Context: an optimization exercise on an open-source flow, tuned for small area. The choices shown serve that exercise and are no tape-out recipe. The RTL was checked by simulation tests, not by an equivalence proof against the original design. No activity file was given, so power comes from the tool's default toggle rates. The flow treats the clock pin as an ideal source, which a real chip does not have.

`flow/constraint.sdc`:
```
create_clock -name core_clock -period 6.0 [get_ports {clk}]
set_input_delay 1.2000 -clock core_clock [delete_from_list [all_inputs] [get_ports {clk}]]
set_output_delay 1.2000 -clock core_clock [all_outputs]
set_load 0.01 [all_outputs]
```
`flow/config.mk`:
```
export PLATFORM = sky130hd
export DESIGN_NAME = moving_average_accumulator
export DESIGN_NICKNAME = moving_average_accumulator
export VERILOG_FILES = /design/flow/design.v
export SDC_FILE = /design/flow/constraint.sdc
export NUM_CORES = 4
export LEC_CHECK = 0
export CAP_MARGIN = 20
export CORE_MARGIN = 2
export CORE_UTILIZATION = 40
export SLEW_MARGIN = 20
```
`flow/design.v`:
```
module moving_average_accumulator #(
    parameter integer Exponent = 5,   
    parameter integer DataWidth = 16
) (
    input wire clk,
    input wire reset,
    input wire unsigned [DataWidth-1:0] d_in,
    output reg unsigned [DataWidth-1:0] d_out
);
  localparam integer N = 1 << Exponent;
  localparam integer AccWidth = DataWidth + Exponent;
  reg unsigned [AccWidth-1:0] acc;
  reg unsigned [DataWidth-1:0] sample_buffer[N];
  integer oldest_index;
  integer i;
  always_ff @(posedge clk or posedge reset) begin
    if (reset) begin
      acc   <= '0;
      d_out <= '0;
      for (i = 0; i < N; i++) begin
        sample_buffer[i] <= '0;
      end
      oldest_index <= 0;
    end else begin
      acc <= acc
       - {
           {(AccWidth - DataWidth){sample_buffer[oldest_index][DataWidth-1]}},
           sample_buffer[oldest_index]
         }
       + {{(AccWidth - DataWidth){d_in[DataWidth-1]}}, d_in};
      sample_buffer[oldest_index] <= d_in;
      oldest_index <= (oldest_index + 1) % N;
      d_out <= acc[AccWidth-1:Exponent];   
    end
  end
endmodule
```
`flow/run.sh`:
```
#!/bin/bash
# synth_recipe.tcl (not shown) runs the flow's synth.tcl, then flattens the netlist and writes it again
# the make line also repeats each setting of config.mk as NAME=value (left out here)
make -C /OpenROAD-flow-scripts/flow DESIGN_CONFIG=/design/flow/config.mk WORK_HOME=/design/flow/orfs CLKGATE_MAP_FILE= SYNTH_SCRIPT=/design/flow/synth_recipe.tcl finish
```
==> results.yml, run 1 <==
layout:
  drive_above_1_share: 0.247
  fin_nets: 2484
  fin_area_um2: 29400
  area_growth_pct: 15.2
  final_common_cell: "nand2_1"
  n_fill_cell: 5849
  layout_common_cells: "600 x nand2_1, 551 x dfrtp_1, 306 x mux2_2, 144 x buf_4, 97 x o21ai_0"
clock_tree:
  clkTransAtPathRegs_ns: 0.06
  cts_tree: "built"
  post_cts_buffers: 0
  cts_hold_buf: 0
  clock_sinks: 554
  clockBufferDepth: 3
  post_cts_resize_count: 0
  clockRootBuffer: "clkbuf_16"
  htreeDepth: 2
  numCtsBuffers: 59
  clkLatencyLatePin_ns: 0.64
timing:
  slew_violations: 0
  finalHoldViolCount: 0
  worst_slack_ns: 0.178
  period_minus_slack_ns: 5.82
  fmax_mhz: 172
  finalCritPeriodShare: 0.970
  slew_headroom: 0.316
  finalSetupViolations: 0
  grt_setup_unrepaired: "false"
  setup_tns_ns: 0
  skew_ns: 0.0221
  worst_pin_slew_ns: 1.02
routing:
  first_pass_iters: 6
  num_vias: 19600
  detail_route.iter0.violations: 2250
  drcViolationCount: 0
  wl_per_cell_um: 28.3
  wl_um: 93500
  ant_nets: 0
  viasPerCell: 5.92
logic_synthesis:
  yosysUniqueCellTypes: 65
  async_reset_ff_frac: 1.00
  syn_avg_cell_area_um2: 10.9
  ys.flop_type: "dfrtp_1"
  synth-seq-cells: 554
  yosys.area.top_type_share: 0.543
  syn-cell-area_um2: 25500
  syn_inst: 2350
  synth_fp_nets: 2416
  synth_top_cell_by_area: "dfrtp_1"
  yosysWarningCount: 2
  seq_area_frac_synth: 0.543
  synthTopCellsByArea: "dfrtp_1 54%, mux2_2 13%, nand2_1 8.8%"
  synth_edf_count: 0
placed_design:
  place.detailed.hpwl_um: 61900
  portBuffers: 33
  pre_cts_ws_ns: 0.375
  finalWeightedCongestion: 0.945
  placed_area_um2: 27500
floorplan:
  fp.dieW_um: 257
  initial_core_util: 0.405
  die_h_um: 257
  io_pins: 34
  dieArea_um2: 65900
  fp-row-count: 92
  core_um2: 63100
global_route:
  grt_pass1_vias: 19700
  grt_max_degree: 145
  grt_first_pass_wirelength_um: 137000
  gr-total-overflow: 0
  grt_antenna_before_repair: 4
  grtUsageTotal: 0.283
critical_path:
  r2r-end: "acc[17]$_DFF_PP0_"
  regToRegSetupSlack_ns: 0.18
  startpoint_type: "register"
  crit_end: "acc[17]$_DFF_PP0_"
  crit_type: "register to register"
  endpoint_kind: "register"
  worstPathMaxFanout: 24
  cp.required_ns: 6.51
  ff2ff_path_depth: 16
  crit_path_start: "oldest_index[2]$_DFF_PP0_"
  worst_ep_arrival_time_ns: 6.33
  timing.rr.start: "oldest_index[2]$_DFF_PP0_"
power_and_ir_drop:
  peakVddDrop_mv: 0.212
  cellLeakagePower_nw: 13.0
  total_power_mw: 9.63
  pwr_density_cell_nw_per_um2: 327
hold_path:
  holdCritPathClass: "register to register"
run:
  drv_cap: 0
outcome:
  outcome: "timing/DRC/antenna clean"
[cell usage after synthesis (4+ instances only)]
library cell / number
nor4_1: 5
a221oi_1: 17
nor3_1: 8
buf_2: 42
a22o_1: 27
nor2_2: 14
mux2_2: 306
xnor2_1: 12
nand3_1: 34
ha_1: 28
o2111ai_1: 6
a211oi_1: 4
a221o_1: 4
nor2_1: 55
clkbuf_1: 108
o21ai_1: 5
mux2i_1: 38
nand2b_1: 6
nand4_1: 23
a32oi_1: 19
a2111oi_0: 6
a222oi_1: 23
fa_1: 20
buf_1: 9
a22oi_1: 78
buf_6: 7
o211ai_1: 6
o22a_1: 5
nor2b_1: 9
inv_1: 47
nand2_1: 601
a21o_1: 8
o22ai_1: 12
o21ai_0: 97
a31oi_1: 8
xor2_1: 8
buf_4: 16
nor3b_1: 4
a21oi_1: 28
dfrtp_1: 554
[power by group]
group          switching, mW  total, mW  internal, mW
Sequential             0.172       4.24          4.06
Clock                   1.55       3.65          2.10
Combinational          0.999       1.75         0.751
[metrics by stage]
step	utilization	hold slack [ns]	instances
detailed placement	0.436	0.363	3203
CTS	0.466	0.378	3308
global placement	0.436	0.360	3203
floorplan	-	0.354	2350
finish	0.466	0.375	3309
global route	0.466	0.388	3308
[metal layers]
metal,global-route usage,wire (um),up-vias
li1,-,-,8303
met1,0.386,38600,10000
met3,0.0566,8360,258
met4,0.135,4730,6
met2,0.434,41800,1011
met5,0,41,-
[worst max-delay path, cell delays in order (launching register included)]
cell       delay, ns
dfrtp_2         0.65
nand2b_2        0.58
nor2_4          0.30
a222oi_1        0.50
nand3_1         0.22
a2111oi_0       0.48
o21ai_0         0.27
o21ai_1         0.18
fa_1            0.46
ha_1            0.29
a21oi_1         0.08
nor2_1          0.16
o21ai_1         0.11
a31oi_1         0.53
a31oi_1         0.27
o2111ai_1       0.23
or3b_1          0.37
[cells by family after synthesis]
family / count (synthesis) / share of synthesized area
simple gates: 780 / 0.126
mux: 344 / 0.150
buf+inv: 229 / 0.0401
compound gates: 375 / 0.105
flops: 554 / 0.543
fa+ha+maj: 48 / 0.0294
xor+xnor: 20 / 0.00686
[how the worst min path moves through the flow]
stage / start / end / slack (ns) / depth (start not counted)
2_1_floorplan: acc[5]$_DFF_PP0_ / d_out[0]$_DFF_PP0_ / 0.35 / 0
3_3_place_gp: acc[16]$_DFF_PP0_ / d_out[11]$_DFF_PP0_ / 0.36 / 0
3_5_place_dp: acc[16]$_DFF_PP0_ / d_out[11]$_DFF_PP0_ / 0.36 / 0
4_1_cts: acc[16]$_DFF_PP0_ / d_out[11]$_DFF_PP0_ / 0.38 / 0
5_1_grt: acc[16]$_DFF_PP0_ / d_out[11]$_DFF_PP0_ / 0.39 / 0
6_report: acc[16]$_DFF_PP0_ / d_out[11]$_DFF_PP0_ / 0.37 / 0
[area by class of cell]
cell class	count	area, um2	share of cell area
well taps	846	1060	0.0360
diodes	1	2.50	0.0000851
multi-input cells	1567	10700	0.365
inverters	47	180	0.00612
repair buffers	189	1650	0.0561
clock inverters	15	149	0.00506
flip-flops and latches	554	13900	0.471
clock buffers	90	1760	0.0600
[sequential cells by signal, indices dropped and copies added, names as in the netlist]
name,count
acc,21
oldest_index,5
sample_buffer,512
d_out,16
==> run 2: changes to the inputs <==
==> flow/design.v (replaced) <==
module moving_average_accumulator #(
    parameter integer Exponent = 5,   
    parameter integer DataWidth = 16
) (
    input wire clk,
    input wire reset,
    input wire unsigned [DataWidth-1:0] d_in,
    output reg unsigned [DataWidth-1:0] d_out
);
  localparam integer N = 1 << Exponent;
  localparam integer AccWidth = DataWidth + Exponent;
  reg [AccWidth-1:0] acc;
  reg [DataWidth-1:0] sample_buffer[N];
  reg [Exponent-1:0] count;
  reg full;
  wire [DataWidth-1:0] oldest = sample_buffer[N-1] & {DataWidth{full}};
  integer i;
  always_ff @(posedge clk) begin
    sample_buffer[0] <= d_in;
    for (i = 1; i < N; i++) begin
      sample_buffer[i] <= sample_buffer[i-1];
    end
  end
  always_ff @(posedge clk or posedge reset) begin
    if (reset) begin
      acc   <= '0;
      d_out <= '0;
      count <= '0;
      full  <= 1'b0;
    end else begin
      acc <= acc
       - {{(AccWidth - DataWidth){oldest[DataWidth-1]}}, oldest}
       + {{(AccWidth - DataWidth){d_in[DataWidth-1]}}, d_in};
      count <= count + 1'b1;
      if (&count) full <= 1'b1;
      d_out <= acc[AccWidth-1:Exponent];
    end
  end
endmodule
==> run 2 against run 1 <==
Still clean on timing, DRC and antenna; first-iteration DRC count fell by 89%; flip-flop and latch count is 1 higher; clock skew is 0.0020 ns lower; synthesized cell count is 64% lower; final cell count is 58% lower; clock power is 16% lower; cell area shrank 46%; combinational power shrank 8%; critical path type is now primary input to register; largest cell class unchanged; largest power group unchanged; highest routed layer is now met4.
==> results.yml, run 2 <==
outcome:
  outcome: "timing/DRC/antenna clean"
global_route:
  grtUsageTotal: 0.0985
  grt_antenna_before_repair: 0
  grt_first_pass_wirelength_um: 28000
  grt_max_degree: 44
  grt_pass1_vias: 5621
  gr-total-overflow: 0
layout:
  top_regs: "sample_buffer: 512 flops, acc: 21 flops, d_out: 16 flops"
  multi_input_comb_area_um2: 1750
  diodes: 0
  regArea_um2: 11300
  largest_register_ffs: 512
  final_common_cell: "dfxtp_1"
  final_core_util: 0.478
  n_fill_cell: 2847
  layout_common_cells: "512 x dfxtp_1, 80 x inv_1, 49 x clkbuf_16, 43 x dfrtp_1, 33 x clkdlybuf4s50_1"
  fin_area_um2: 15900
  fin_nets: 980
  top_register: "sample_buffer"
  area_growth_pct: 18.6
  drive_above_1_share: 0.0982
logic_synthesis:
  yosysUniqueCellTypes: 51
  async_reset_ff_frac: 0.0775
  syn_avg_cell_area_um2: 15.9
  synth-seq-cells: 555
  yosysMostFrequentCell: "dfxtp_1"
  yosysWarningCount: 2
  synthTopCellsByCount: "512 x dfxtp_1, 81 x inv_1, 43 x dfrtp_1"
  yosys.area.top_type_share: 0.764
  synth_top_cell_by_area: "dfxtp_1"
  synthTopCellsByArea: "dfxtp_1 76%, dfrtp_1 8.0%, fa_1 3.0%"
  syn-cell-area_um2: 13400
  syn_inst: 843
  synth_edf_count: 0
  synth_fp_nets: 905
  seq_area_frac_synth: 0.845
  ys.flop_type: "dfxtp_1"
placed_design:
  place.detailed.hpwl_um: 9440
  placed_area_um2: 14300
  portBuffers: 33
  finalWeightedCongestion: 0.803
clock_tree:
  post_cts_buffers: 0
  cts_hold_buf: 0
  clock_sinks: 555
  clockRootBuffer: "clkbuf_16"
  clkTransAtPathRegs_ns: 0.06
  post_cts_resize_count: 0
  numCtsBuffers: 48
  clockBufferDepth: 3
  htreeDepth: 2
  cts_tree: "built"
  clkLatencyLatePin_ns: 0.55
floorplan:
  io_pins: 34
  initial_core_util: 0.403
  core_um2: 33300
  fp-row-count: 67
  dieArea_um2: 35000
  die_h_um: 187
  fp.dieW_um: 187
critical_path:
  cp.required_ns: 6.44
  worst_ep_arrival_time_ns: 4.19
  timing.rr.start: "full$_DFFE_PP0P_"
  startpoint_type: "primary input"
  crit_path_start: "d_in[1]"
  crit_type: "primary input to register"
  endpoint_kind: "register"
  worstPathMaxFanout: 4
  regToRegSetupSlack_ns: 2.66
power_and_ir_drop:
  total_power_mw: 8.82
  pwr-share-clk: 0.347
  p_switching_mw: 2.27
  pwr_density_cell_nw_per_um2: 555
  intPower_mw: 6.55
  cellLeakagePower_nw: 6.93
  seq_power_share: 0.470
  p_comb_frac: 0.183
  peakVddDrop_mv: 0.314
  switching_share: 0.257
timing:
  grt_setup_unrepaired: "false"
  worst_pin_slew_ns: 0.793
  slew_headroom: 0.471
  slew_violations: 0
  skew_ns: 0.0201
  finalHoldViolCount: 0
  setup_tns_ns: 0
  period_minus_slack_ns: 3.75
  fmax_mhz: 267
  finalCritPeriodShare: 0.624
  finalSetupViolations: 0
routing:
  viasPerCell: 3.94
  num_vias: 5534
  wl_um: 16600
  detail_route.iter0.violations: 257
  wl_per_cell_um: 11.8
  ant_nets: 0
  drcViolationCount: 0
  first_pass_iters: 4
hold_path:
  holdCritStartpoint: "sample_buffer[1][10]$_DFF_P_"
  holdCritPathClass: "register to register"
run:
  drv_cap: 0
[run 2: cell types whose count changed after synthesis, sizes merged, moves of 37 or more]
cell    previous run  this run
a22oi             78         0
buf               74         0
clkbuf           108         8
dfrtp            554        43
dfxtp              0       512
mux2             306         2
mux2i             38         1
nand2            604        17
nor2              70        11
o21ai            102        10
[run 2: area by class of cell]
class,instances,share of cell area
sequential,555,0.712
timing repair buffer,33,0.0208
clock buffer,74,0.0918
inverter,81,0.0192
tap,448,0.0353
clock inverter,15,0.0105
multi-input combinational,199,0.110
[run 2: worst max-delay path: stages]
cell and delay, ns:
clkdlybuf4s50_1 0.50, inv_1 0.07, fa_1 0.61, inv_1 0.06, ha_1 0.31, a211oi_2 0.29
o21bai_4 0.13, a211o_1 0.29, a31oi_2 0.27, and4b_1 0.24, a311oi_2 0.22
[run 2: worst paths after layout]
path	depth (start not counted)	end
max reg2reg	10	acc[15]$_DFF_PP0_
max	11	acc[15]$_DFF_PP0_
min	0	sample_buffer[2][10]$_DFF_P_
min in group asynchronous	2	d_out[8]$_DFF_PP0_
min reg2reg	0	sample_buffer[2][10]$_DFF_P_
max in group asynchronous	2	acc[18]$_DFF_PP0_
[run 2: cell families (layout without fill, tap and decap cells)]
group | count (synthesis) | count (layout) | share of synthesized area
adders and majority gates | 44 | 44 | 0.0522
and+or+nand+nor | 71 | 71 | 0.0287
AOI/OAI and AO/OA | 62 | 62 | 0.0347
buffers and inverters | 89 | 203 | 0.0249
DFF | 555 | 555 | 0.845
muxes | 3 | 3 | 0.00243
xor gates and xnor gates | 19 | 19 | 0.0124
[run 2: power groups by stage]
stage / registers (mW) / logic, mW / clock network [mW]
after floorplan: 4.19 / 1.19 / 0
after global placement: 4.22 / 1.61 / 0
after detailed placement: 4.22 / 1.60 / 0
after CTS: 4.16 / 1.63 / 3.16
after global routing: 4.18 / 1.81 / 3.30
final: 4.14 / 1.61 / 3.06
[run 2: through the flow]
| stage | worst slack (ns) | hold slack (ns) | std cells |
|---|---|---|---|
| after floorplan | 2.40 | 0.310 | 843 |
| after global placement | 1.74 | 0.311 | 1316 |
| after detailed placement | 1.74 | 0.312 | 1316 |
| after CTS | 2.29 | 0.317 | 1405 |
| after global routing | 2.15 | 0.313 | 1405 |
| final | 2.25 | 0.320 | 1405 |
[run 2: metal layers]
| metal | track usage | up-vias | wire (um) | share of wire |
|---|---|---|---|---|
| met5 | 0 | - | 0 | 0 |
| met4 | 0.0397 | 0 | 431 | 0.026 |
| met3 | 0.0283 | 41 | 732 | 0.044 |
| met2 | 0.138 | 97 | 6560 | 0.40 |
| met1 | 0.143 | 2606 | 8830 | 0.53 |
| li1 | - | 2790 | - | - |
==> run 3: changes to the inputs <==
==> flow/design.v (replaced) <==
module moving_average_accumulator #(
    parameter integer Exponent = 5,   
    parameter integer DataWidth = 16
) (
    input wire clk,
    input wire reset,
    input wire unsigned [DataWidth-1:0] d_in,
    output reg unsigned [DataWidth-1:0] d_out
);
  reg [15:0] sample_buffer[31];
  reg [15:0] old_n;
  reg [4:0] count;
  reg full;
  reg [8:0] lo;         
  reg carry_b;   
  reg [7:0] hi_delta;
  wire oldest_valid = full | (&count);
  integer i;
  always_ff @(posedge clk) begin
    sample_buffer[0] <= d_in;
    for (i = 1; i < 31; i++) begin
      sample_buffer[i] <= sample_buffer[i-1];
    end
  end
  wire [8:0] ls = lo ^ d_in[8:0] ^ old_n[8:0];
  wire [8:0] lc = (lo & d_in[8:0]) | (lo & old_n[8:0]) | (d_in[8:0] & old_n[8:0]);
  wire [9:0] lr;
  wire [8:0] lsum;
  assign lr[0] = 1'b1;
  genvar g;
  generate
    for (g = 0; g < 9; g = g + 1) begin : g_lo
      wire a = ls[g];
      wire b = (g == 0) ? 1'b0 : lc[g-1];
      assign lsum[g] = a ^ b ^ lr[g];
      assign lr[g+1] = (a & b) | (a & lr[g]) | (b & lr[g]);
    end
  endgenerate
  wire [7:0] hx = {d_in[15], d_in[15:9]};
  wire [7:0] ho = {old_n[15], old_n[15:9]};
  wire [8:0] hr;
  wire [7:0] hsum;
  assign hr[0] = lc[8];
  generate
    for (g = 0; g < 8; g = g + 1) begin : g_hd
      assign hsum[g] = hx[g] ^ ho[g] ^ hr[g];
      assign hr[g+1] = (hx[g] & ho[g]) | (hx[g] & hr[g]) | (ho[g] & hr[g]);
    end
  endgenerate
  wire [11:0] hh = d_out[15:4];
  wire [11:0] hd = {{4{hi_delta[7]}}, hi_delta};
  wire [12:0] ur;
  wire [11:0] usum;
  assign ur[0] = carry_b;
  generate
    for (g = 0; g < 12; g = g + 1) begin : g_hi
      assign usum[g] = hh[g] ^ hd[g] ^ ur[g];
      assign ur[g+1] = (hh[g] & hd[g]) | (hh[g] & ur[g]) | (hd[g] & ur[g]);
    end
  endgenerate
  always_ff @(posedge clk or posedge reset) begin
    if (reset) begin
      d_out    <= '0;
      old_n    <= '1;
      lo       <= '0;
      carry_b  <= 1'b1;
      hi_delta <= '1;
      count    <= '0;
      full     <= 1'b0;
    end else begin
      lo       <= lsum;
      old_n    <= ~(sample_buffer[30] & {16{oldest_valid}});
      carry_b  <= lr[9];
      hi_delta <= hsum;
      d_out    <= {usum, lo[8:5]};
      count    <= count + 1'b1;
      if (&count) full <= 1'b1;
    end
  end
endmodule
--- a/flow/config.mk
+++ b/flow/config.mk
@@ -9,3 +9,6 @@
 export CORE_MARGIN = 2
 export CORE_UTILIZATION = 40
+export CTS_BUF_LIST = sky130_fd_sc_hd__clkbuf_16
+export CTS_CLUSTER_DIAMETER = 60
+export CTS_CLUSTER_SIZE = 30
 export SLEW_MARGIN = 20
==> run 3 against run 2 <==
Non-clock buffer count is 1 higher; fmax fell by 26%; total power shrank 26%; worst hold slack better by 0.0050 ns; clock skew decreased by 0.0050 ns; critical path depth decreased by 1; global-route usage decreased by 1.0 points; utilization decreased by 2.1 points; synthesized area shrank 8.2%; critical path type unchanged; largest cell class unchanged; highest routed layer unchanged.
==> results.yml, run 3 <==
timing:
  fmax_mhz: 198
  period_minus_slack_ns: 5.06
  finalCritPeriodShare: 0.843
  slew_headroom: 0.467
  finalSetupViolations: 0
  slew_violations: 0
  finalHoldViolCount: 0
  worst_pin_slew_ns: 0.800
  skew_ns: 0.0151
  setup_tns_ns: 0
  grt_setup_unrepaired: "false"
  whs_ns: 0.325
logic_synthesis:
  yosys.area.top_type_share: 0.807
  synth_top_cell_by_area: "dfxtp_1"
  yosysUniqueCellTypes: 14
  yosysWarningCount: 2
  synthTopCellsByCount: "496 x dfxtp_1, 36 x fa_1, 31 x dfrtp_1"
  syn_avg_cell_area_um2: 19.5
  ys.flop_type: "dfxtp_1"
  syn_inst: 631
  async_reset_ff_frac: 0.101
  syn-cell-area_um2: 12300
  synth-seq-cells: 552
  synthTopCellsByArea: "dfxtp_1 81%, dfrtp_1 6.3%, fa_1 5.9%"
  seq_area_frac_synth: 0.923
  yosysMostFrequentCell: "dfxtp_1"
  synth_edf_count: 0
  synth_fp_nets: 687
power_and_ir_drop:
  total_power_mw: 6.50
  peakVddDrop_mv: 0.323
  cellLeakagePower_nw: 5.79
  pwr_density_cell_nw_per_um2: 467
placed_design:
  portBuffers: 33
  finalWeightedCongestion: 0.725
  place.detailed.hpwl_um: 7700
  placed_cells: 1059
clock_tree:
  clockBufferDepth: 3
  clock_sinks: 552
  clockRootBuffer: "clkbuf_16"
  post_cts_resize_count: 0
  clkLatencyLatePin_ns: 0.54
  post_cts_buffers: 0
  cts_hold_buf: 0
  htreeDepth: 1
  clkTransAtPathRegs_ns: 0.10
  cts_tree: "built"
  numCtsBuffers: 25
global_route:
  grt_first_pass_wirelength_um: 23600
  grt_max_degree: 57
  busiest_layer: "met2"
  grtUsageTotal: 0.0884
  grt_antenna_before_repair: 0
  grt_pass1_vias: 4585
  grt_util_met1: 0.129
  gr-total-overflow: 0
  use_met3: 0.0209
  grt_use_met2: 0.130
layout:
  top_regs: "sample_buffer: 496 flops, d_out: 16 flops, old_n: 16 flops"
  largest_register_ffs: 496
  fin_nets: 746
  top_register: "sample_buffer"
  diodes: 0
  final_core_util: 0.457
  final_common_cell: "dfxtp_1"
  layout_common_cells: "496 x dfxtp_1, 36 x fa_1, 33 x clkdlybuf4s50_1, 31 x dfrtp_1"
  drive_above_1_share: 0.0895
  area_growth_pct: 13.0
  fin_cells: 1100
hold_path:
  holdCritPathClass: "register to register"
  holdCritStartpoint: "sample_buffer[20][10]$_DFF_P_"
  min_to: "sample_buffer[21][10]$_DFF_P_"
  holdPathStages: 0
critical_path:
  path_buf_inv: 1
  crit_family: "adder cells"
  cp.required_ns: 6.42
  ff2ff_path_depth: 14
  worstPathMaxFanout: 2
  crit_cells: 10
  regToRegSetupSlack_ns: 1.19
  endpoint_kind: "register"
  crit_type: "primary input to register"
  r2r-end: "d_out[15]$_DFF_PP0_"
  worst_path_max_delay_cell: "fa_1"
  worst_ep_arrival_time_ns: 5.47
  crit_chain: "clkdlybuf4s50_1, fa_1, fa_1, fa_1, fa_1, fa_1, fa_1, fa_1, fa_1, fa_1"
  crit_top_cell: "fa_1"
  startpoint_type: "primary input"
  slowest_delay_ns: 0.56
  timing.rr.start: "d_out[4]$_DFF_PP0_"
routing:
  detail_route.iter0.violations: 135
  wl_um: 13500
  drcViolationCount: 0
  first_pass_iters: 3
  num_vias: 4137
  viasPerCell: 3.76
  ant_nets: 0
  wl_per_cell_um: 12.3
floorplan:
  fp-row-count: 64
  dieArea_um2: 32200
  io_pins: 34
  fp.dieW_um: 179
  core_um2: 30400
  die_h_um: 179
  initial_core_util: 0.404
run:
  drv_cap: 0
outcome:
  outcome: "timing/DRC/antenna clean"
==> run 3: cell types whose count changed after synthesis, sizes merged, moves of 15 or more <==
cell and change:
a21oi -18, and2 -15, dfstp +25, dfxtp -16, fa +16, ha -22, inv -65
==> run 3: final cells by class <==
class	instances	area, um2
clock buffer	25	626
clock inverter	16	163
fill	2596	16500
inverter	16	60.1
multi-input combinational	61	858
sequential	552	11400
tap	396	495
timing repair buffer	34	338
==> run 3: how the worst max path moves through the flow <==
| stage | to | slack (ns) | startpoint |
|---|---|---|---|
| 2_1_floorplan | lo[8]$_DFF_PP0_ | 1.02 | d_in[0] |
| 3_3_place_gp | lo[8]$_DFF_PP0_ | 0.44 | d_in[0] |
| 3_5_place_dp | lo[8]$_DFF_PP0_ | 0.33 | d_in[0] |
| 4_1_cts | lo[8]$_DFF_PP0_ | 0.93 | d_in[0] |
| 5_1_grt | lo[8]$_DFF_PP0_ | 0.83 | d_in[0] |
| 6_report | lo[8]$_DFF_PP0_ | 0.94 | d_in[0] |
==> run 3: metrics by stage <==
stage | setup WS (ns) | cell area [um2]
after global routing | 0.826 | 13900
after detailed placement | 0.332 | 13100
after CTS | 0.932 | 13900
after global placement | 0.440 | 13100
final | 0.941 | 13900
after floorplan | 1.02 | 12300
==> run 3: logic make-up after synthesis <==
logic type | after synthesis | share of synthesized area
AND/OR/NAND/NOR | 19 | 0.00630
adder cells (fa/ha/maj) | 38 | 0.0606
buffers and inverters | 18 | 0.00701
flip-flops | 552 | 0.923
XOR/XNOR | 4 | 0.00285
==> run 3: metal layers <==
| layer | vias to the layer above | share of wire |
|---|---|---|
| li1 | 2029 | - |
| met1 | 2020 | 0.51 |
| met2 | 55 | 0.41 |
| met3 | 33 | 0.041 |
| met4 | 0 | 0.031 |
| met5 | - | 0 |
==> run 3: power breakdown <==
part           leakage, nW  total [mW]  switching (mW)  internal [mW]
Sequential            4.81        4.11           0.124           3.99
Clock                0.396        1.90            1.10          0.806
Combinational        0.588       0.487           0.226          0.261
Total                 5.79        6.50            1.45           5.05
==> run 3: worst register-to-register path, stage by stage (launching register included) <==
cell and delay, ns:
dfrtp_1 0.38, inv_1 0.08, fa_1 0.18, inv_1 0.05
fa_1 0.37, fa_1 0.39, fa_1 0.39, fa_1 0.40
fa_1 0.39, fa_1 0.39, fa_1 0.39, fa_1 0.39
fa_1 0.41, fa_1 0.39, xnor2_1 0.13
==> run 4: changes to the inputs <==
==> flow/flow/run.sh (new file) <==
#!/bin/bash
# Standard ORFS layout (the standard.sh), with two changes:
#  - ports are buffered with the smallest buffer, sky130_fd_sc_hd__buf_1;
#  - clock tree synthesis clusters up to 35 flip-flops within 70 um per sky130_fd_sc_hd__clkbuf_16
#    and inserts no dummy loads.
set -euo pipefail
export BUFFER_PORTS_ARGS="-buffer_cell sky130_fd_sc_hd__buf_1"
export CTS_ARGS="-sink_clustering_enable -repair_clock_nets -sink_clustering_size 35 -sink_clustering_max_diameter 70 -buf_list sky130_fd_sc_hd__clkbuf_16 -dont_use_dummy_load"
bash standard.sh finish > standard.log 2>&1
==> flow/standard.sh (new file) <==
#!/bin/bash
# synth_recipe.tcl (not shown) runs the flow's synth.tcl, then flattens the netlist and writes it again
# the make line also repeats each setting of config.mk as NAME=value (left out here)
make -C /OpenROAD-flow-scripts/flow DESIGN_CONFIG=/design/flow/config.mk WORK_HOME=/design/flow/orfs CLKGATE_MAP_FILE= SYNTH_SCRIPT=/design/flow/synth_recipe.tcl "${@:-finish}"
--- a/flow/config.mk
+++ b/flow/config.mk
@@ -9,6 +9,3 @@
 export CORE_MARGIN = 2
 export CORE_UTILIZATION = 40
-export CTS_BUF_LIST = sky130_fd_sc_hd__clkbuf_16
-export CTS_CLUSTER_DIAMETER = 60
-export CTS_CLUSTER_SIZE = 30
 export SLEW_MARGIN = 20
removed: flow/run.sh
==> run 4 against run 3 <==
Still clean; global-route usage fell by 0.96 points; routed wire length fell by 9.6%; worst setup slack gained 0.30 ns; critical endpoint is now d_out[15]$_DFF_PP0_; largest cell class unchanged; highest routed layer unchanged.
==> results.yml, run 4 <==
critical_path:
  ff2ff_path_depth: 14
  r2r-end: "d_out[15]$_DFF_PP0_"
  timing.rr.start: "d_out[4]$_DFF_PP0_"
  cp.required_ns: 6.43
  worstPathMaxFanout: 2
  crit_path_start: "d_out[4]$_DFF_PP0_"
  crit_type: "register to register"
  startpoint_type: "register"
  worst_ep_arrival_time_ns: 5.19
  endpoint_kind: "register"
  regToRegSetupSlack_ns: 1.24
placed_design:
  placed_cells: 1059
  pre_cts_ws_ns: 0.709
  placed_area_um2: 12900
  portBuffers: 33
  finalWeightedCongestion: 0.673
  place.detailed.hpwl_um: 6790
layout:
  fin_nets: 740
  n_fill_cell: 2664
  fin_area_um2: 13400
  layout_common_cells: "496 x dfxtp_1, 36 x fa_1, 33 x buf_1, 31 x dfrtp_1, 25 x dfstp_2"
  fin_cells: 1078
  regArea_um2: 11400
  largest_register_ffs: 496
  multi_input_comb_area_um2: 858
  final_core_util: 0.440
  diodes: 0
  top_regs: "sample_buffer: 496 flops, d_out: 16 flops, old_n: 16 flops"
  drive_above_1_share: 0.0674
  top_register: "sample_buffer"
  area_growth_pct: 8.74
  final_common_cell: "dfxtp_1"
power_and_ir_drop:
  pwr-share-clk: 0.253
  total_power_mw: 6.02
  p_comb_frac: 0.067
  p_switching_mw: 1.28
  pwr_density_cell_nw_per_um2: 450
  peakVddDrop_mv: 0.239
  intPower_mw: 4.74
  cellLeakagePower_nw: 5.54
  switching_share: 0.213
  seq_power_share: 0.681
clock_tree:
  post_cts_buffers: 0
  clockRootBuffer: "clkbuf_16"
  clock_sinks: 552
  clkTransAtPathRegs_ns: 0.12
  cts_hold_buf: 0
  htreeDepth: 1
  numCtsBuffers: 19
  cts_tree: "built"
  post_cts_resize_count: 0
  clockBufferDepth: 3
  clkLatencyLatePin_ns: 0.53
logic_synthesis:
  synth-seq-cells: 552
  synth_xor_area_frac: 0.00285
  synthTopCellsByArea: "dfxtp_1 81%, dfrtp_1 6.3%, fa_1 5.9%"
  synth_edf_count: 0
  yosysWarningCount: 2
  synth_top_family_by_area: "adder cells"
  yosysMostFrequentCell: "dfxtp_1"
  async_reset_ff_frac: 0.101
  synth_compound_area_frac: 0
  synthMuxAreaShare: 0
  yosys.area.top_type_share: 0.807
  synthAdderAreaFrac: 0.0606
  yosysUniqueCellTypes: 14
  synthTopCellsByCount: "496 x dfxtp_1, 36 x fa_1, 31 x dfrtp_1"
  syn_inst: 631
  syn-cell-area_um2: 12300
  syn_avg_cell_area_um2: 19.5
  synth_fp_nets: 687
  synth_top_cell_by_area: "dfxtp_1"
  ys.flop_type: "dfxtp_1"
  seq_area_frac_synth: 0.923
  synthSimpleGateAreaFrac: 0.00630
timing:
  setup_tns_ns: 0
  slew_headroom: 0.501
  slew_violations: 0
  finalHoldViolCount: 0
  worst_pin_slew_ns: 0.749
  whs_ns: 0.312
  fmax_mhz: 210
  grt_setup_unrepaired: "false"
  finalSetupViolations: 0
  skew_ns: 0.0206
  worst_slack_ns: 1.24
  finalCritPeriodShare: 0.793
  period_minus_slack_ns: 4.76
global_route:
  grt_antenna_before_repair: 0
  grtUsageTotal: 0.0788
  gr-total-overflow: 0
  grt_first_pass_wirelength_um: 20700
  grt_max_degree: 57
  grt_pass1_vias: 3961
floorplan:
  core_um2: 30400
  dieArea_um2: 32200
  die_h_um: 179
  fp-row-count: 64
  initial_core_util: 0.404
  io_pins: 34
  fp.dieW_um: 179
routing:
  first_pass_iters: 4
  ant_nets: 0
  wl_per_cell_um: 11.3
  drcViolationCount: 0
  num_vias: 3981
  wl_um: 12200
  viasPerCell: 3.69
  detail_route.iter0.violations: 165
hold_path:
  min_to: "sample_buffer[2][14]$_DFF_P_"
  holdPathStages: 0
  holdCritStartpoint: "sample_buffer[1][14]$_DFF_P_"
  holdCritPathClass: "register to register"
run:
  drv_cap: 0
outcome:
  outcome: "timing/DRC/antenna clean"
-- run 4: cell counts after synthesis --
Identical to the previous run, type by type.
-- run 4: cell type report --
cell class,instances,share of cell area
sequential,552,0.849
multi-input combinational,61,0.0641
tap,396,0.0370
clock buffer,19,0.0355
timing repair buffer,34,0.00982
inverter,16,0.00449
-- run 4: routing by layer --
layer	wire length, um	up-vias	global-route usage
met5	0	-	0
met3	532	25	0.0205
met1	7030	1912	0.129
met4	368	0	0.0263
li1	-	1995	-
met2	4270	49	0.0995
-- run 4: cell families (layout without fill, tap and decap cells) --
logic type,after synthesis,in the layout
DFF,552,552
adders and majority gates,38,38
and+or+nand+nor,19,19
buffers and inverters,18,69
xor gates and xnor gates,4,4
-- run 4: worst max-delay path by stage --
stage                                     end  cells past startpoint
after detailed placement      lo[8]$_DFF_PP0_                     10
final                     d_out[15]$_DFF_PP0_                     14
after global routing      d_out[15]$_DFF_PP0_                     14
after global placement        lo[8]$_DFF_PP0_                     10
after CTS                 d_out[15]$_DFF_PP0_                     14
after floorplan               lo[8]$_DFF_PP0_                      9
-- run 4: power by group through the flow --
stage / clock [mW] / combinational, mW / sequential (mW)
finish: 1.52 / 0.401 / 4.10
global route: 1.71 / 0.491 / 4.14
CTS: 1.60 / 0.424 / 4.11
detailed placement: 0 / 0.433 / 4.18
global placement: 0 / 0.404 / 4.19
floorplan: 0 / 0.248 / 4.18
-- run 4: worst max-delay path, stage by stage (launching register included) --
cell	delay (ns)
dfrtp_1	0.39
inv_1	0.08
fa_1	0.17
inv_1	0.05
fa_1	0.38
fa_1	0.39
fa_1	0.38
fa_1	0.39
fa_1	0.38
fa_1	0.39
fa_1	0.38
fa_1	0.39
fa_1	0.38
fa_1	0.38
xnor2_1	0.13
==> run 5: changes to the inputs <==
--- a/flow/design.v
+++ b/flow/design.v
@@ -10,10 +10,10 @@
   reg [15:0] sample_buffer[31];
   reg [15:0] old_n;
-  reg [4:0] count;
-  reg full;
+  reg [4:0] age;
   reg [8:0] lo;         
   reg carry_b;   
   reg [7:0] hi_delta;
-  wire oldest_valid = full | (&count);
+  wire oldest_valid = &age;
+  wire age_in = ~(age[4] ^ age[2]) | (age == 5'b01111);
   integer i;
   always_ff @(posedge clk) begin
@@ -25,4 +25,5 @@
   wire [8:0] ls = lo ^ d_in[8:0] ^ old_n[8:0];
   wire [8:0] lc = (lo & d_in[8:0]) | (lo & old_n[8:0]) | (d_in[8:0] & old_n[8:0]);
+  wire lc_top = (lo[8] | d_in[8]) & (lo[8] | old_n[8]) & (d_in[8] | old_n[8]);
   wire [9:0] lr;
   wire [8:0] lsum;
@@ -41,9 +42,9 @@
   wire [8:0] hr;
   wire [7:0] hsum;
-  assign hr[0] = lc[8];
+  assign hr[0] = lc_top;
   generate
     for (g = 0; g < 8; g = g + 1) begin : g_hd
       assign hsum[g] = hx[g] ^ ho[g] ^ hr[g];
-      assign hr[g+1] = (hx[g] & ho[g]) | (hx[g] & hr[g]) | (ho[g] & hr[g]);
+      assign hr[g+1] = (hx[g] | ho[g]) & (hx[g] | hr[g]) & (ho[g] | hr[g]);
     end
   endgenerate
@@ -56,5 +57,5 @@
     for (g = 0; g < 12; g = g + 1) begin : g_hi
       assign usum[g] = hh[g] ^ hd[g] ^ ur[g];
-      assign ur[g+1] = (hh[g] & hd[g]) | (hh[g] & ur[g]) | (hd[g] & ur[g]);
+      assign ur[g+1] = (hh[g] | hd[g]) & (hh[g] | ur[g]) & (hd[g] | ur[g]);
     end
   endgenerate
@@ -66,6 +67,5 @@
       carry_b  <= 1'b1;
       hi_delta <= '1;
-      count    <= '0;
-      full     <= 1'b0;
+      age      <= 5'b11110;
     end else begin
       lo       <= lsum;
@@ -74,6 +74,5 @@
       hi_delta <= hsum;
       d_out    <= {usum, lo[8:5]};
-      count    <= count + 1'b1;
-      if (&count) full <= 1'b1;
+      age      <= {age[3:0], age_in};
     end
   end
==> run 5 against run 4 <==
Still clean; utilization fell by 0.16 points; worst hold slack got worse by 0.0016 ns; synthesized cell count down 2.5%; routed wire length rose by 10%; die area is 0.56% lower; critical path type is now primary input to register.
==> results.yml, run 5 <==
hold_path:
  holdCritStartpoint: "sample_buffer[13][15]$_DFF_P_"
  holdCritPathClass: "register to register"
critical_path:
  worst_ep_arrival_time_ns: 5.66
  endpoint_kind: "register"
  path_buf_inv: 1
  crit_path_start: "d_in[0]"
  worstPathMaxFanout: 2
  timing.rr.start: "d_out[4]$_DFF_PP0_"
  startpoint_type: "primary input"
  crit_chain: "buf_1, fa_1, fa_1, fa_1, fa_1, fa_1, fa_1, fa_1, fa_1, fa_1"
  cp.required_ns: 6.47
  crit_top_cell: "fa_1"
  slowest_delay_ns: 0.54
  crit_type: "primary input to register"
  crit_family: "adder cells"
  worst_path_max_delay_cell: "fa_1"
placed_design:
  pre_cts_ws_ns: 0.198
  place.detailed.hpwl_um: 7880
  placed_cells: 1041
  finalWeightedCongestion: 0.677
  portBuffers: 33
timing:
  finalHoldViolCount: 0
  fmax_mhz: 193
  grt_setup_unrepaired: "false"
  setup_tns_ns: 0
  slew_violations: 0
  slew_headroom: 0.519
  period_minus_slack_ns: 5.19
  finalSetupViolations: 0
  skew_ns: 0.0217
  worst_slack_ns: 0.814
  worst_pin_slew_ns: 0.721
  finalCritPeriodShare: 0.864
global_route:
  gr-total-overflow: 0
  grt_max_degree: 56
  grt_antenna_before_repair: 1
  grtUsageTotal: 0.0877
  grt_pass1_vias: 4285
  grt_first_pass_wirelength_um: 22200
outcome:
  outcome: "timing/DRC/antenna clean"
logic_synthesis:
  synth_top_cell_by_area: "dfxtp_1"
  synth_xor_area_frac: 0.00143
  syn_avg_cell_area_um2: 19.9
  syn-cell-area_um2: 12200
  yosysUniqueCellTypes: 14
  synth_top_family_by_area: "adder cells"
  synthTopCellsByArea: "dfxtp_1 81%, dfstp_2 6.2%, fa_1 5.7%"
  yosys.area.top_type_share: 0.811
  synthAdderAreaFrac: 0.0573
  yosysMostFrequentCell: "dfxtp_1"
  synth-seq-cells: 551
  syn_inst: 615
  synth_edf_count: 0
  synth_compound_area_frac: 0.000511
  yosysWarningCount: 2
  seq_area_frac_synth: 0.927
  ys.flop_type: "dfxtp_1"
  async_reset_ff_frac: 0.0998
  synthMuxAreaShare: 0.000818
  synth_fp_nets: 668
  synthSimpleGateAreaFrac: 0.00849
  synthTopCellsByCount: "496 x dfxtp_1, 35 x fa_1, 29 x dfstp_2"
routing:
  drcViolationCount: 0
  ant_nets: 0
  detail_route.iter0.violations: 189
  first_pass_iters: 4
  wl_per_cell_um: 12.7
  num_vias: 3985
  wl_um: 13500
  viasPerCell: 3.76
run:
  drv_cap: 0
layout:
  largest_register_ffs: 496
  fin_nets: 719
  multi_input_comb_area_um2: 838
  diodes: 0
  area_growth_pct: 8.67
  top_regs: "sample_buffer: 496 flops, d_out: 16 flops, old_n: 16 flops"
  fin_cells: 1060
  regArea_um2: 11300
  top_register: "sample_buffer"
  drive_above_1_share: 0.0798
  layout_common_cells: "496 x dfxtp_1, 35 x fa_1, 33 x buf_1, 29 x dfstp_2, 26 x dfrtp_1"
  n_fill_cell: 2576
  final_common_cell: "dfxtp_1"
power_and_ir_drop:
  peakVddDrop_mv: 0.224
  cellLeakagePower_nw: 5.43
  pwr_density_cell_nw_per_um2: 454
floorplan:
  die_h_um: 179
  io_pins: 34
  fp-row-count: 64
  core_um2: 30300
  fp.dieW_um: 179
  initial_core_util: 0.403
  dieArea_um2: 32000
clock_tree:
  clockRootBuffer: "clkbuf_16"
  cts_tree: "built"
  clock_sinks: 551
  clkLatencyLatePin_ns: 0.52
  cts_hold_buf: 0
  numCtsBuffers: 19
  post_cts_resize_count: 0
  htreeDepth: 1
  clkTransAtPathRegs_ns: 0.12
  post_cts_buffers: 0
  clockBufferDepth: 3
==> run 5: cell types whose count changed after synthesis, sizes merged, moves of 4 or more <==
cell   before  now
nand2      16    0
nand3       1   16
inv        16    4
dfrtp      31   26
dfstp      25   29
==> run 5: final timing paths <==
kind	cells past startpoint	slack [ns]	endpoint
max	10	0.81	lo[8]$_DFF_PP0_
min	0	0.31	sample_buffer[14][15]$_DFF_P_
max reg2reg	13	0.85	d_out[15]$_DFF_PP0_
min reg2reg	0	0.31	sample_buffer[14][15]$_DFF_P_
max in group asynchronous	3	4.74	d_out[2]$_DFF_PP0_
min in group asynchronous	3	0.81	d_out[14]$_DFF_PP0_
==> run 5: worst register-to-register path: cells and delay by family (launching register included) <==
family | cells | cell delay, ns
fa+ha+maj | 11 | 4.33
xor+xnor | 2 | 0.33
flops | 1 | 0.42
==> run 5: where the power goes <==
part           switching [mW]  internal, mW  total, mW
Sequential              0.123          3.98       4.10
Combinational           0.222         0.183      0.406
Clock                   0.955         0.579       1.53
Total                    1.30          4.74       6.04
==> run 5: metrics by stage <==
stage | area (um2) | hold slack [ns] | utilization | power, mW
detailed placement | 12800 | 0.312 | 0.422 | 4.61
global placement | 12800 | 0.312 | 0.422 | 4.58
finish | 13300 | 0.310 | 0.438 | 6.04
global route | 13300 | 0.318 | 0.438 | 6.34
floorplan | 12200 | 0.310 | - | 4.41
CTS | 13300 | 0.313 | 0.438 | 6.13
==> run 5: layout make-up <==
class                           instances  area share
Clock buffer                           19      0.0358
Inverter                                4     0.00113
Multi-Input combinational cell         56      0.0630
Sequential cell                       551       0.853
Tap cell                              396      0.0373
Timing Repair Buffer                   34     0.00988
==> run 5: routing by layer <==
metal | up-vias | global-route usage | share of wire
met4 | 0 | 0.0285 | 0.028
met3 | 24 | 0.0176 | 0.035
li1 | 1967 | - | -
met1 | 1951 | 0.130 | 0.52
met5 | - | 0 | 0
met2 | 43 | 0.129 | 0.42
==> run 5: cells by family (layout without fill, tap and decap cells) <==
family	after synthesis	count (layout)
AOI/OAI and AO/OA	1	1
buffers and inverters	8	57
and+or+nand+nor	17	17
muxes	1	1
DFF	551	551
xor gates and xnor gates	2	2
adders and majority gates	35	35
==> run 6: changes to the inputs <==
==> flow/flow/run.sh (replaced) <==
#!/bin/bash
# Standard ORFS layout (the standard.sh), with two changes:
#  - ports are buffered with the smallest buffer, sky130_fd_sc_hd__buf_1;
#  - clock tree synthesis clusters up to 13 flip-flops within 40 um per sky130_fd_sc_hd__buf_4
#    (the buffer with the most drive per area) and inserts no dummy loads.
set -euo pipefail
export BUFFER_PORTS_ARGS="-buffer_cell sky130_fd_sc_hd__buf_1"
export CTS_ARGS="-sink_clustering_enable -repair_clock_nets -sink_clustering_size 13 -sink_clustering_max_diameter 40 -buf_list sky130_fd_sc_hd__buf_4 -dont_use_dummy_load"
bash standard.sh finish > standard.log 2>&1
==> run 6 against run 5 <==
Still clean; synthesized cell count did not move; sequential share of layout area increased by 0.68 points; via count is 3.9% higher; final cell count rose by 2.9%; worst hold slack worse by 0.0044 ns; critical path depth up 3; worst setup slack better by 0.038 ns; clock power is 8% lower; register-to-register slack is essentially flat; clock-buffer cell count grew 30; critical endpoint is now d_out[15]$_DFF_PP0_.
==> results.yml, run 6 <==
outcome:
  outcome: "timing/DRC/antenna clean"
floorplan:
  die_h_um: 179
  initial_core_util: 0.403
  io_pins: 34
  core_um2: 30300
  fp-row-count: 64
  dieArea_um2: 32000
  fp.dieW_um: 179
clock_tree:
  numCtsBuffers: 49
  clkLatencyLatePin_ns: 0.58
  cts_tree: "built"
  clockRootBuffer: "buf_4"
  post_cts_resize_count: 0
  clkTransAtPathRegs_ns: 0.10
  clockBufferDepth: 3
  post_cts_buffers: 0
  clock_sinks: 551
  cts_hold_buf: 0
  htreeDepth: 2
global_route:
  grt_max_degree: 56
  grt_antenna_before_repair: 2
  gr-total-overflow: 0
  grtUsageTotal: 0.0935
  grt_pass1_vias: 4615
  grt_first_pass_wirelength_um: 23300
logic_synthesis:
  syn-cell-area_um2: 12200
  synth_fp_nets: 668
  async_reset_ff_frac: 0.0998
  ys.flop_type: "dfxtp_1"
  synth_top_cell_by_area: "dfxtp_1"
  yosysUniqueCellTypes: 14
  syn_inst: 615
  yosysWarningCount: 2
  synthTopCellsByArea: "dfxtp_1 81%, dfstp_2 6.2%, fa_1 5.7%"
  synth-seq-cells: 551
  seq_area_frac_synth: 0.927
  syn_avg_cell_area_um2: 19.9
  yosys.area.top_type_share: 0.811
  synth_edf_count: 0
  synthTopCellsByCount: "496 x dfxtp_1, 35 x fa_1, 29 x dfstp_2"
  yosysMostFrequentCell: "dfxtp_1"
critical_path:
  crit_type: "register to register"
  crit_top_cell: "fa_1"
  crit_path_start: "d_out[4]$_DFF_PP0_"
  timing.rr.start: "d_out[4]$_DFF_PP0_"
  crit_cells: 13
  worst_ep_arrival_time_ns: 5.63
  startpoint_type: "register"
  path_buf_inv: 0
  worst_path_max_delay_cell: "fa_1"
  slowest_delay_ns: 0.43
  ff2ff_path_depth: 13
  r2r-end: "d_out[15]$_DFF_PP0_"
  crit_chain: "fa_1, fa_1, fa_1, fa_1, fa_1, fa_1, fa_1, fa_1, fa_1, fa_1, fa_1, xnor2_1, xnor2_1"
  endpoint_kind: "register"
  worstPathMaxFanout: 2
  crit_end: "d_out[15]$_DFF_PP0_"
  cp.required_ns: 6.49
  crit_family: "adder cells"
  regToRegSetupSlack_ns: 0.85
timing:
  fmax_mhz: 194
  finalHoldViolCount: 0
  whs_ns: 0.306
  finalSetupViolations: 0
  setup_tns_ns: 0
  finalCritPeriodShare: 0.858
  slew_violations: 0
  skew_ns: 0.0319
  slew_headroom: 0.518
  grt_setup_unrepaired: "false"
  period_minus_slack_ns: 5.15
  worst_pin_slew_ns: 0.724
routing:
  ant_nets: 0
  detail_route.iter0.violations: 128
  first_pass_iters: 2
  wl_per_cell_um: 12.8
  wl_um: 14000
  viasPerCell: 3.79
  num_vias: 4140
  drcViolationCount: 0
layout:
  layout_common_cells: "496 x dfxtp_1, 50 x buf_4, 35 x fa_1, 33 x buf_1, 29 x dfstp_2"
  final_common_cell: "dfxtp_1"
  area_growth_pct: 7.81
  fin_area_um2: 13200
  n_fill_cell: 2593
  top_register: "sample_buffer"
  largest_register_ffs: 496
  top_regs: "sample_buffer: 496 flops, d_out: 16 flops, old_n: 16 flops"
  fin_nets: 749
  drive_above_1_share: 0.120
  final_core_util: 0.435
power_and_ir_drop:
  peakVddDrop_mv: 0.218
  cellLeakagePower_nw: 5.43
  pwr_density_cell_nw_per_um2: 448
  total_power_mw: 5.91
run:
  drv_cap: 0
hold_path:
  holdCritPathClass: "register to register"
placed_design:
  place.detailed.hpwl_um: 7880
  placed_area_um2: 12800
  finalWeightedCongestion: 0.677
  portBuffers: 33
==> run 6: cell count changes in the layout (fill, tap and decap cells not counted), sizes merged <==
| cell | change |
|---|---|
| diode | +1 |
| buf | +49 |
| clkbuf | -19 |
==> run 6: worst min-delay path by stage <==
stage,start,endpoint,slack [ns],cells past startpoint
after floorplan,sample_buffer[9][0]$_DFF_P_,sample_buffer[10][0]$_DFF_P_,0.31,0
after global placement,sample_buffer[27][13]$_DFF_P_,sample_buffer[28][13]$_DFF_P_,0.31,0
after detailed placement,sample_buffer[14][15]$_DFF_P_,sample_buffer[15][15]$_DFF_P_,0.31,0
after CTS,sample_buffer[2][5]$_DFF_P_,sample_buffer[3][5]$_DFF_P_,0.32,0
after global routing,sample_buffer[11][10]$_DFF_P_,sample_buffer[12][10]$_DFF_P_,0.31,0
final,sample_buffer[18][6]$_DFF_P_,sample_buffer[19][6]$_DFF_P_,0.31,0
==> run 6: area by class of cell <==
| cell class | count | area (um2) | share of cell area |
|---|---|---|---|
| flip-flops and latches | 551 | 11300 | 0.860 |
| inverters | 4 | 15.0 | 0.00114 |
| clock buffers | 49 | 368 | 0.0279 |
| multi-input cells | 56 | 838 | 0.0635 |
| repair buffers | 34 | 131 | 0.00996 |
| diodes | 1 | 2.50 | 0.000190 |
| well taps | 396 | 495 | 0.0376 |
==> run 6: cells by family after synthesis <==
group                      Yosys count  share of synthesized area
DFF                                551                      0.927
muxes                                1                   0.000818
and+or+nand+nor                     17                    0.00849
buffers and inverters                8                    0.00460
adders and majority gates           35                     0.0573
xor gates and xnor gates             2                    0.00143
AOI/OAI and AO/OA                    1                   0.000512
==> run 6: routing by layer <==
metal	vias up	share of wire	track usage	wire [um]
met3	37	0.059	0.0307	825
met1	2009	0.51	0.131	7090
li1	2021	-	-	-
met2	73	0.41	0.132	5690
met5	-	0	0	0
met4	0	0.025	0.0403	350
==> run 6: report_power, final <==
part / leakage [nW] / internal, mW / switching [mW]
logic: 0.407 / 0.183 / 0.223
registers: 4.79 / 3.98 / 0.123
clock network: 0.235 / 0.417 / 0.981
total: 5.43 / 4.58 / 1.33
==> run 6: metrics by stage <==
stage	setup slack, ns	instances
final	0.852	1091
after global routing	0.630	1091
after CTS	0.788	1090
after detailed placement	0.198	1041
after global placement	0.225	1041
after floorplan	0.513	615
==> run 7: changes to the inputs <==
--- a/flow/design.v
+++ b/flow/design.v
@@ -11,9 +11,9 @@
   reg [15:0] old_n;
   reg [4:0] age;
+  reg oldest_valid;
   reg [8:0] lo;         
   reg carry_b;   
   reg [7:0] hi_delta;
-  wire oldest_valid = &age;
-  wire age_in = ~(age[4] ^ age[2]) | (age == 5'b01111);
+  wire age_in = ~(age[4] ^ age[2]);
   integer i;
   always_ff @(posedge clk) begin
@@ -68,4 +68,5 @@
       hi_delta <= '1;
       age      <= 5'b11110;
+      oldest_valid <= 1'b0;
     end else begin
       lo       <= lsum;
@@ -75,4 +76,5 @@
       d_out    <= {usum, lo[8:5]};
       age      <= {age[3:0], age_in};
+      if (age == 5'b01111) oldest_valid <= 1'b1;
     end
   end
==> flow/flow/run.sh (replaced) <==
#!/bin/bash
# Standard ORFS layout (the standard.sh), with two changes:
#  - ports are buffered with the smallest buffer, sky130_fd_sc_hd__buf_1;
#  - clock tree synthesis clusters up to 14 flip-flops within 40 um per sky130_fd_sc_hd__buf_4
#    (the buffer with the most drive per area) and inserts no dummy loads.
set -euo pipefail
export BUFFER_PORTS_ARGS="-buffer_cell sky130_fd_sc_hd__buf_1"
export CTS_ARGS="-sink_clustering_enable -repair_clock_nets -sink_clustering_size 14 -sink_clustering_max_diameter 40 -buf_list sky130_fd_sc_hd__buf_4 -dont_use_dummy_load"
bash standard.sh finish > standard.log 2>&1
--- a/flow/config.mk
+++ b/flow/config.mk
@@ -8,4 +8,5 @@
 export CAP_MARGIN = 20
 export CORE_MARGIN = 2
-export CORE_UTILIZATION = 40
+export CORE_UTILIZATION = 55
+export PLACE_DENSITY = 0.7
 export SLEW_MARGIN = 20
==> run 7 against run 6 <==
Fmax decreased by 0.96%; global-route usage increased by 3.0 points; worst hold slack got worse by 0.0041 ns; clock power about the same; non-clock buffer count unchanged; total power decreased by 0.14%; synthesized cell count decreased by 0.16%; worst setup slack got worse by 0.050 ns.
==> results.yml, run 7 <==
outcome:
  outcome: "timing/DRC/antenna clean"
critical_path:
  crit_top_cell: "fa_1"
  cp.required_ns: 6.49
  worst_ep_arrival_time_ns: 5.68
  timing.rr.start: "d_out[4]$_DFF_PP0_"
  crit_type: "register to register"
  worst_path_max_delay_cell: "fa_1"
  slowest_delay_ns: 0.43
  worstPathMaxFanout: 2
  crit_family: "adder cells"
  regToRegSetupSlack_ns: 0.80
  startpoint_type: "register"
  crit_chain: "fa_1, fa_1, fa_1, fa_1, fa_1, fa_1, fa_1, fa_1, fa_1, fa_1, fa_1, xnor2_1, xnor2_1"
  path_buf_inv: 0
  ff2ff_path_depth: 13
  endpoint_kind: "register"
  r2r-end: "d_out[15]$_DFF_PP0_"
clock_tree:
  clkTransAtPathRegs_ns: 0.11
  clockBufferDepth: 3
  htreeDepth: 2
  numCtsBuffers: 48
  clockRootBuffer: "buf_4"
  cts_tree: "built"
  post_cts_buffers: 0
  clkLatencyLatePin_ns: 0.60
  post_cts_resize_count: 0
  cts_hold_buf: 0
  clock_sinks: 552
routing:
  ant_nets: 0
  detail_route.iter0.violations: 166
  num_vias: 4119
  wl_per_cell_um: 13.7
  viasPerCell: 4.22
  drcViolationCount: 0
  first_pass_iters: 4
  wl_um: 13300
timing:
  finalCritPeriodShare: 0.866
  finalSetupViolations: 0
  skew_ns: 0.0606
  worst_pin_slew_ns: 0.702
  slew_headroom: 0.532
  finalHoldViolCount: 0
  whs_ns: 0.302
  setup_tns_ns: 0
  period_minus_slack_ns: 5.20
  fmax_mhz: 192
  slew_violations: 0
  grt_setup_unrepaired: "false"
placed_design:
  place.detailed.hpwl_um: 7640
  placed_cells: 926
  finalWeightedCongestion: 0.686
  placed_area_um2: 12700
  portBuffers: 33
floorplan:
  dieArea_um2: 23400
  die_h_um: 153
  fp-row-count: 54
  io_pins: 34
  initial_core_util: 0.559
  fp.dieW_um: 153
  core_um2: 21800
hold_path:
  holdCritPathClass: "register to register"
  holdPathStages: 0
  holdCritStartpoint: "sample_buffer[7][4]$_DFF_P_"
  min_to: "sample_buffer[8][4]$_DFF_P_"
global_route:
  grt_first_pass_wirelength_um: 22900
  grt_antenna_before_repair: 1
  grt_max_degree: 57
  gr-total-overflow: 0
  grt_pass1_vias: 4549
  grtUsageTotal: 0.124
logic_synthesis:
  yosysWarningCount: 2
  syn_inst: 614
  synthTopCellsByArea: "dfxtp_1 81%, dfstp_2 6.2%, fa_1 5.7%"
  yosysMostFrequentCell: "dfxtp_1"
  syn_avg_cell_area_um2: 19.9
  yosysUniqueCellTypes: 11
  syn-cell-area_um2: 12200
  synth_top_cell_by_area: "dfxtp_1"
  async_reset_ff_frac: 0.101
  yosys.area.top_type_share: 0.814
  synth_fp_nets: 667
  synthTopCellsByCount: "496 x dfxtp_1, 35 x fa_1, 29 x dfstp_2"
  synth_edf_count: 0
  ys.flop_type: "dfxtp_1"
  seq_area_frac_synth: 0.931
  synth-seq-cells: 552
layout:
  n_fill_cell: 1625
  layout_common_cells: "496 x dfxtp_1, 49 x buf_4, 35 x fa_1, 33 x buf_1, 29 x dfstp_2"
  fin_nets: 749
  drive_above_1_share: 0.114
  final_common_cell: "dfxtp_1"
  area_growth_pct: 6.77
  multi_input_comb_area_um2: 803
  largest_register_ffs: 496
  regArea_um2: 11400
  top_regs: "sample_buffer: 496 flops, d_out: 16 flops, old_n: 16 flops"
  top_register: "sample_buffer"
  fin_cells: 975
  fin_area_um2: 13000
  final_core_util: 0.597
power_and_ir_drop:
  cellLeakagePower_nw: 5.43
  pwr_density_cell_nw_per_um2: 453
  peakVddDrop_mv: 0.272
run:
  drv_cap: 0
[run 7: kinds of logic (layout without fill, tap and decap cells)]
group                    Yosys count  count (layout)  synth area share
other                              0               1                 0
XOR/XNOR                           3               3           0.00215
AO/OA/AOI/OAI                      1               1          0.000820
AND/OR/NAND/NOR                   17              17           0.00543
buffers and inverters              6              86           0.00277
adder cells (fa/ha/maj)           35              35            0.0574
flip-flops                       552             552             0.931
[run 7: report_power, final]
group	switching [mW]	internal [mW]	leakage, nW	total (mW)
Sequential	0.118	3.99	4.80	4.10
Combinational	0.229	0.190	0.397	0.419
Clock	0.966	0.409	0.231	1.37
[run 7: how the worst max path moves through the flow]
stage / from / endpoint / slack [ns] / cells after the start
after global placement: d_in[0] / lo[8]$_DFF_PP0_ / 0.28 / 10
final: d_out[4]$_DFF_PP0_ / d_out[15]$_DFF_PP0_ / 0.80 / 13
after CTS: d_out[4]$_DFF_PP0_ / d_out[15]$_DFF_PP0_ / 0.74 / 13
after global routing: d_out[4]$_DFF_PP0_ / d_out[15]$_DFF_PP0_ / 0.57 / 13
after floorplan: d_in[0] / lo[8]$_DFF_PP0_ / 0.51 / 9
after detailed placement: d_in[0] / lo[8]$_DFF_PP0_ / 0.26 / 10
[run 7: through the flow]
stage                     total power [mW]  setup slack, ns
after floorplan                       4.42            0.513
after detailed placement              4.62            0.261
after global placement                4.58            0.285
after global routing                  6.23            0.574
final                                 5.90            0.802
after CTS                             6.00            0.738
[run 7: cell type report]
| type | instances | area share |
|---|---|---|
| timing repair buffer | 34 | 0.0101 |
| tap | 280 | 0.0269 |
| inverter | 4 | 0.00115 |
| multi-input combinational | 56 | 0.0616 |
| sequential | 552 | 0.872 |
| antenna | 1 | 0.000192 |
| clock buffer | 48 | 0.0277 |
[run 7: layer usage]
metal,global-route usage,wire (um),vias to the layer above
met2,0.176,5700,66
met4,0.0459,314,0
li1,-,-,2004
met3,0.0471,772,27
met1,0.175,6540,2022
met5,0,0,-
==> run 8: changes to the inputs <==
--- a/flow/design.v
+++ b/flow/design.v
@@ -65,7 +65,7 @@
       old_n    <= '1;
       lo       <= '0;
-      carry_b  <= 1'b1;
-      hi_delta <= '1;
-      age      <= 5'b11110;
+      carry_b  <= 1'b0;
+      hi_delta <= '0;
+      age      <= 5'b00000;
       oldest_valid <= 1'b0;
     end else begin
@@ -76,5 +76,5 @@
       d_out    <= {usum, lo[8:5]};
       age      <= {age[3:0], age_in};
-      if (age == 5'b01111) oldest_valid <= 1'b1;
+      if (age == 5'b10000) oldest_valid <= 1'b1;
     end
   end
==> run 8 against run 7 <==
Register-to-register slack better by 0.04 ns; clock skew is essentially flat; worst hold slack worse by 0.041 ns; die area fell by 0.13%; flip-flop and latch count did not move; critical endpoint unchanged.
==> results.yml, run 8 <==
outcome:
  outcome: "timing/DRC/antenna clean"
clock_tree:
  post_cts_resize_count: 0
  clkTransAtPathRegs_ns: 0.11
  numCtsBuffers: 47
  htreeDepth: 2
  cts_tree: "built"
  clock_sinks: 552
  cts_hold_buf: 0
  clockBufferDepth: 3
  clockRootBuffer: "buf_4"
  clkLatencyLatePin_ns: 0.55
  post_cts_buffers: 0
floorplan:
  fp-row-count: 54
  io_pins: 34
  core_um2: 21800
  die_h_um: 153
  fp.dieW_um: 153
  dieArea_um2: 23400
  initial_core_util: 0.560
timing:
  fmax_mhz: 194
  grt_setup_unrepaired: "false"
  slew_headroom: 0.534
  slew_violations: 0
  setup_tns_ns: 0
  worst_pin_slew_ns: 0.700
  finalCritPeriodShare: 0.859
  skew_ns: 0.0605
  period_minus_slack_ns: 5.16
  finalSetupViolations: 0
  finalHoldViolCount: 0
layout:
  fin_cells: 974
  largest_register_ffs: 496
  n_fill_cell: 1657
  top_register: "sample_buffer"
  fin_area_um2: 13000
  final_common_cell: "dfxtp_1"
  area_growth_pct: 6.69
  drive_above_1_share: 0.0937
  multi_input_comb_area_um2: 803
  diodes: 0
  top_regs: "sample_buffer: 496 flops, d_out: 16 flops, old_n: 16 flops"
  final_core_util: 0.598
  fin_nets: 749
  regArea_um2: 11400
  layout_common_cells: "496 x dfxtp_1, 48 x buf_4, 40 x dfrtp_1, 35 x fa_1, 33 x buf_1"
logic_synthesis:
  yosysMostFrequentCell: "dfxtp_1"
  synthTopCellsByCount: "496 x dfxtp_1, 40 x dfrtp_1, 35 x fa_1"
  synthTopCellsByArea: "dfxtp_1 81%, dfrtp_1 8.2%, fa_1 5.7%"
  synth-seq-cells: 552
  synth_fp_nets: 668
  syn_avg_cell_area_um2: 19.8
  yosysUniqueCellTypes: 11
  synth_top_cell_by_area: "dfxtp_1"
  ys.flop_type: "dfxtp_1"
  synth_edf_count: 0
  seq_area_frac_synth: 0.931
  yosys.area.top_type_share: 0.815
  yosysWarningCount: 2
  async_reset_ff_frac: 0.101
  syn-cell-area_um2: 12200
  syn_inst: 615
critical_path:
  startpoint_type: "register"
  crit_end: "d_out[15]$_DFF_PP0_"
  endpoint_kind: "register"
  cp.required_ns: 6.48
  crit_path_start: "d_out[4]$_DFF_PP0_"
  timing.rr.start: "d_out[4]$_DFF_PP0_"
  crit_type: "register to register"
  worstPathMaxFanout: 2
  ff2ff_path_depth: 13
  worst_ep_arrival_time_ns: 5.64
  regToRegSetupSlack_ns: 0.84
  r2r-end: "d_out[15]$_DFF_PP0_"
global_route:
  grt_pass1_vias: 4527
  grt_first_pass_wirelength_um: 22100
  gr-total-overflow: 0
  grt_antenna_before_repair: 0
  grtUsageTotal: 0.118
  grt_max_degree: 57
placed_design:
  placed_cells: 927
  placed_area_um2: 12700
  portBuffers: 33
  finalWeightedCongestion: 0.706
  place.detailed.hpwl_um: 7420
routing:
  drcViolationCount: 0
  dr_wl_met3_um: 646
  route.met2.wl_um: 5520
  wl_um: 12900
  viasPerCell: 4.19
  wl_per_cell_um: 13.2
  topRoutingLayerUsed: "met4"
  wl_met1_um: 6360
  ant_nets: 0
  detail_route.iter0.violations: 140
  first_pass_iters: 4
  num_vias: 4082
power_and_ir_drop:
  pwr-share-clk: 0.230
  p_switching_mw: 1.27
  pwr_density_cell_nw_per_um2: 448
  cellLeakagePower_nw: 5.43
  seq_power_share: 0.702
  p_comb_frac: 0.068
  peakVddDrop_mv: 0.257
  intPower_mw: 4.55
  switching_share: 0.218
hold_path:
  holdCritPathClass: "register to register"
run:
  drv_cap: 0
[run 8: changes by cell type after synthesis]
cell,change
dfrtp_1,+13
dfstp_2,-13
nor2_1,+2
a31o_1,+1
a41o_1,-1
nor2b_1,-1
[run 8: through the flow]
stage / total power [mW] / setup WS, ns / hold WS [ns]
5_1_grt: 6.15 / 0.620 / 0.268
2_1_floorplan: 4.41 / 0.513 / 0.310
4_1_cts: 5.93 / 0.815 / 0.257
3_3_place_gp: 4.56 / 0.284 / 0.313
3_5_place_dp: 4.59 / 0.255 / 0.312
6_report: 5.82 / 0.843 / 0.261
[run 8: cell type report]
cell class | instances | area share
sequential | 552 | 0.873
multi-input combinational | 57 | 0.0618
clock buffer | 47 | 0.0271
tap | 280 | 0.0269
timing repair buffer | 34 | 0.0101
inverter | 4 | 0.00115
[run 8: how the worst min path moves through the flow]
| stage | cells after the start | from | slack, ns | to |
|---|---|---|---|---|
| CTS | 0 | sample_buffer[22][15]$_DFF_P_ | 0.26 | sample_buffer[23][15]$_DFF_P_ |
| global route | 0 | sample_buffer[8][15]$_DFF_P_ | 0.27 | sample_buffer[9][15]$_DFF_P_ |
| global placement | 0 | sample_buffer[29][14]$_DFF_P_ | 0.31 | sample_buffer[30][14]$_DFF_P_ |
| detailed placement | 0 | sample_buffer[16][13]$_DFF_P_ | 0.31 | sample_buffer[17][13]$_DFF_P_ |
| finish | 0 | sample_buffer[22][15]$_DFF_P_ | 0.26 | sample_buffer[23][15]$_DFF_P_ |
| floorplan | 0 | sample_buffer[9][0]$_DFF_P_ | 0.31 | sample_buffer[10][0]$_DFF_P_ |
[run 8: power groups by stage]
stage          Combinational (mW)  Sequential [mW]  Clock, mW
6_report                    0.395             4.09       1.34
5_1_grt                     0.480             4.13       1.54
4_1_cts                     0.419             4.10       1.41
3_5_place_dp                0.416             4.18          0
3_3_place_gp                0.395             4.17          0
2_1_floorplan               0.237             4.17          0
[run 8: critical path, stage by stage (launching register included)]
cell     delay [ns]
dfrtp_1        0.42
fa_1           0.44
fa_1           0.39
fa_1           0.39
fa_1           0.42
fa_1           0.40
fa_1           0.39
fa_1           0.38
fa_1           0.39
fa_1           0.39
fa_1           0.39
fa_1           0.39
xnor2_1        0.18
xnor2_1        0.14
[run 8: routing by layer]
layer | vias to the layer above | track usage
met3 | 33 | 0.0374
met5 | - | 0
li1 | 2003 | -
met4 | 0 | 0.0507
met2 | 65 | 0.169
met1 | 1981 | 0.169
[run 8: cells by family (layout without fill, tap and decap cells)]
| logic type | Yosys count | in the layout | share of synthesized area |
|---|---|---|---|
| AOI/OAI and AO/OA | 1 | 1 | 0.000719 |
| xor gates and xnor gates | 3 | 3 | 0.00216 |
| adders and majority gates | 35 | 35 | 0.0575 |
| buffers and inverters | 6 | 85 | 0.00277 |
| DFF | 552 | 552 | 0.931 |
| and+or+nand+nor | 18 | 18 | 0.00554 |

==> re-timing with driven ports <==
The flow's constraints put no driver on any port. The routed layouts listed below were extracted and timed again, unchanged, in two steps. Step 1 sets driving cells, clkbuf_16 on the clock port and buf_2 on the other inputs (assumed; they add their load-dependent delay and slew). Step 2 times the ports against the registers' clock, not the clock port: input delays grow and output delays shrink by t, the midpoint of the rising clock arrivals with the driver on. a / b / c = ideal / step 1 / step 2; a / b = the first two.
run | t, ns | setup WS [ns]
run 1 | 0.698 | 0.178 / 0.178 / 0.178
run 2 | 0.585 | 2.253 / 2.262 / 1.676
run 3 | 0.578 | 0.941 / 0.958 / 0.380
run 4 | 0.561 | 1.241 / 1.241 / 0.766
run 5 | 0.554 | 0.814 / 0.836 / 0.282
run 6 | 0.599 | 0.852 / 0.852 / 0.288
run 7 | 0.603 | 0.802 / 0.802 / 0.299
run 8 | 0.570 | 0.843 / 0.843 / 0.332
After both steps every run listed still meets setup and hold.
